This is an optimization exercise on Yosys and OpenROAD, whose aim is small area, not a production implementation.
The RTL was checked by simulation tests, not by an equivalence proof against the original design.

==> inputs of run a <==
==> flow/design.v (excerpt) <==
module udp_ip_mac_top #(
    parameter       LOCAL_MAC = 48'h3C_2B_1A_09_4D_5E,
    parameter       LOCAL_IP  = 32'hC0_A8_01_6E,
    parameter       LOCL_PORT = 16'hF0F0,
    parameter       DEST_MAC  = 48'h04_D9_F5_89_43_66,
    parameter       DEST_IP   = 32'hC0_A8_01_69,
    parameter       DEST_PORT = 16'hA0A0 
)(
    input           rgmii_clk,
    input           rstn,
    input           app_data_in_valid,
    input   [7:0]   app_data_in,      
    input   [15:0]  app_data_length,    
    input           app_data_request, 
    output          udp_send_ack,   
    input           arp_req,
    output          arp_found,
    output          mac_not_exist,
    output          mac_send_end,
    output  [7:0]   udp_rec_rdata ,       
    output  [15:0]  udp_rec_data_length,      
    output          udp_rec_data_valid,        
    output          mac_data_valid,
    output  [7:0]   mac_tx_data,   
    input           rx_en,         
    input   [7:0]   mac_rx_datain
);
    wire             udp_tx_req;         
    wire             udp_tx_ready;       
    wire     [7:0]   udp_tx_data;         
    wire     [15:0]  udp_send_data_length;
    wire             udp_tx_ack;         
    wire             upper_data_req;  
    wire             udp_rx_req; 
    wire             ip_addr_check_error;
  ...
clock: 8.0 ns
lec_check: 0
cap_margin: 20
core_margin: 2
core_utilization: 55
gpl_timing_driven: 0
place_density: 0.7
slew_margin: 20
standard.sh (not shown) runs the stock make flow with config.mk's settings and CLKGATE_MAP_FILE= SYNTH_SCRIPT=/design/flow/synth_recipe.tcl, a recipe that flattens the netlist after the stock synthesis.
==> flow/flow/run.sh <==
#!/bin/bash
# Layout flow: the standard ORFS flow (standard.sh), with these changes:
#  - synthesis maps adders as plain logic (no full-adder extraction, no
#    Kogge-Stone carry map) and uses an area-oriented ABC script (flow/abc_speed.script)
#  - port buffers are buf_1
#  - CTS builds the tree from clkbuf_8 with up to 18 sinks per cluster and
#    inserts no dummy loads
# Each tool's output stays in ORFS's own logs (orfs/logs); make's output is in
# standard_flow.log in this folder.
set -euo pipefail
WORK=$(pwd)
SX=$WORK/scripts_x
mkdir -p "$SX"
for f in "$FLOW_HOME"/scripts/*; do ln -sf "$f" "$SX/"; done
rm -f "$SX/abc_speed.script"
cp "$WORK/flow/abc_speed.script" "$SX/abc_speed.script"
export CTS_ARGS="-sink_clustering_enable -repair_clock_nets -dont_use_dummy_load -buf_list sky130_fd_sc_hd__clkbuf_8 -sink_clustering_size 22 -sink_clustering_max_diameter 45"
export BUFFER_PORTS_ARGS="-buffer_cell sky130_fd_sc_hd__buf_1"
export MAKEFLAGS="ADDER_MAP_FILE= SYNTH_OPERATIONS_ARGS=-nofsm SCRIPTS_DIR=$SX"
bash standard.sh > "$WORK/standard_flow.log" 2>&1
==> flow/flow/abc_speed.script <==
strash
&get -n
&fraig -x
&put
dc2
strash
dc2
strash
dc2
strash
&get -n
&dch -f
&nf
&dch -f
&nf
&dch -f
&nf
&put
==> run b (differences from run a) <==
--- a/flow/flow/run.sh
+++ b/flow/flow/run.sh
@@ -15,5 +15,5 @@
 rm -f "$SX/abc_speed.script"
 cp "$WORK/flow/abc_speed.script" "$SX/abc_speed.script"
-export CTS_ARGS="-sink_clustering_enable -repair_clock_nets -dont_use_dummy_load -buf_list sky130_fd_sc_hd__clkbuf_8 -sink_clustering_size 22 -sink_clustering_max_diameter 45"
+export CTS_ARGS="-sink_clustering_enable -repair_clock_nets -dont_use_dummy_load -buf_list sky130_fd_sc_hd__clkbuf_8 -sink_clustering_size 18 -sink_clustering_max_diameter 45"
 export BUFFER_PORTS_ARGS="-buffer_cell sky130_fd_sc_hd__buf_1"
 export MAKEFLAGS="ADDER_MAP_FILE= SYNTH_OPERATIONS_ARGS=-nofsm SCRIPTS_DIR=$SX"
==> flow/flow/abc_speed.script (replaced) <==
strash
&get -n
&fraig -x
&put
dc2
strash
&get -n
&dch -f
&nf
&put
- CORE_UTILIZATION: 55 -> 40
- PLACE_DENSITY: 0.7 -> 0.6
==> run c (differences from run a) <==
==> flow/flow/run.sh (replaced) <==
#!/bin/bash
# Layout flow: the standard ORFS flow (standard.sh), with these changes:
#  - synthesis maps adders as plain logic (no full-adder extraction, no
#    Kogge-Stone carry map) and uses an area-oriented ABC script (flow/abc_speed.script, replacing
#    ORFS's abc_speed.script in a linked copy of the scripts folder)
#  - port buffers are buf_1
#  - CTS builds the tree from clkbuf_8 with up to 18 sinks per cluster and
#    inserts no dummy loads
# Each tool's output stays in ORFS's own logs (orfs/logs); make's output is in
# standard_flow.log in this folder.
set -euo pipefail
WORK=$(pwd)
SX=$WORK/scripts_x
mkdir -p "$SX"
for f in "$FLOW_HOME"/scripts/*; do ln -sf "$f" "$SX/"; done
rm -f "$SX/abc_speed.script"
cp "$WORK/flow/abc_speed.script" "$SX/abc_speed.script"
export CTS_ARGS="-sink_clustering_enable -repair_clock_nets -dont_use_dummy_load -buf_list sky130_fd_sc_hd__clkbuf_8 -sink_clustering_size 18 -sink_clustering_max_diameter 45"
export BUFFER_PORTS_ARGS="-buffer_cell sky130_fd_sc_hd__buf_1"
export MAKEFLAGS="ADDER_MAP_FILE= SYNTH_OPERATIONS_ARGS=-nofsm SCRIPTS_DIR=$SX"
bash standard.sh > "$WORK/standard_flow.log" 2>&1
- CAP_MARGIN: 20 -> 5
- SLEW_MARGIN: 20 -> 5
==> comparison <==
- Wire length, lowest first: run a, run c, run b.
- Via count, lowest first: run a, run c, run b.
- Sequential share of layout area: run b is lower than run c (1.6 points).
- Clock-buffer cell count: run b > run c > run a.
- Run c finished with timing, DRC and antenna clean. Run b finished clean. Run a completed without violations.

afterwards: timing with drivers on the ports:
In the flow no input, the clock included, has a driving cell. The finished layouts below were timed again as built, in two steps. Step 1 (the two cells are an assumption about what drives the block):
set clk [get_ports {rgmii_clk}]
set_driving_cell -lib_cell sky130_fd_sc_hd__clkbuf_16 $clk
set_driving_cell -lib_cell sky130_fd_sc_hd__buf_2 [delete_from_list [all_inputs] $clk]
Step 2 times the ports against the registers' clock, not the clock port: input delays grow and output delays shrink by t, the midpoint of the rising clock arrivals with the driver on. Slacks: no drivers / after step 1 / after step 2; pairs: no drivers / after step 1.
run	t (ns)	setup WS [ns]	latest minus earliest clock arrival (ns)	worst register clock-pin slew, ns	worst slew at a driven data input, ns
run a	1.008	1.579 / 1.579 / 1.579	0.173 / 0.173	0.13 / 0.13	0.04
run b	1.091	1.623 / 1.623 / 1.517	0.152 / 0.152	0.10 / 0.10	0.10
run c	1.020	1.883 / 1.883 / 1.883	0.155 / 0.155	0.11 / 0.11	0.04
After both steps setup and hold are still met in every run listed. The setup slack of run b, which loses most, moves by 0.000 ns with the drivers and by -0.106 ns with both steps.
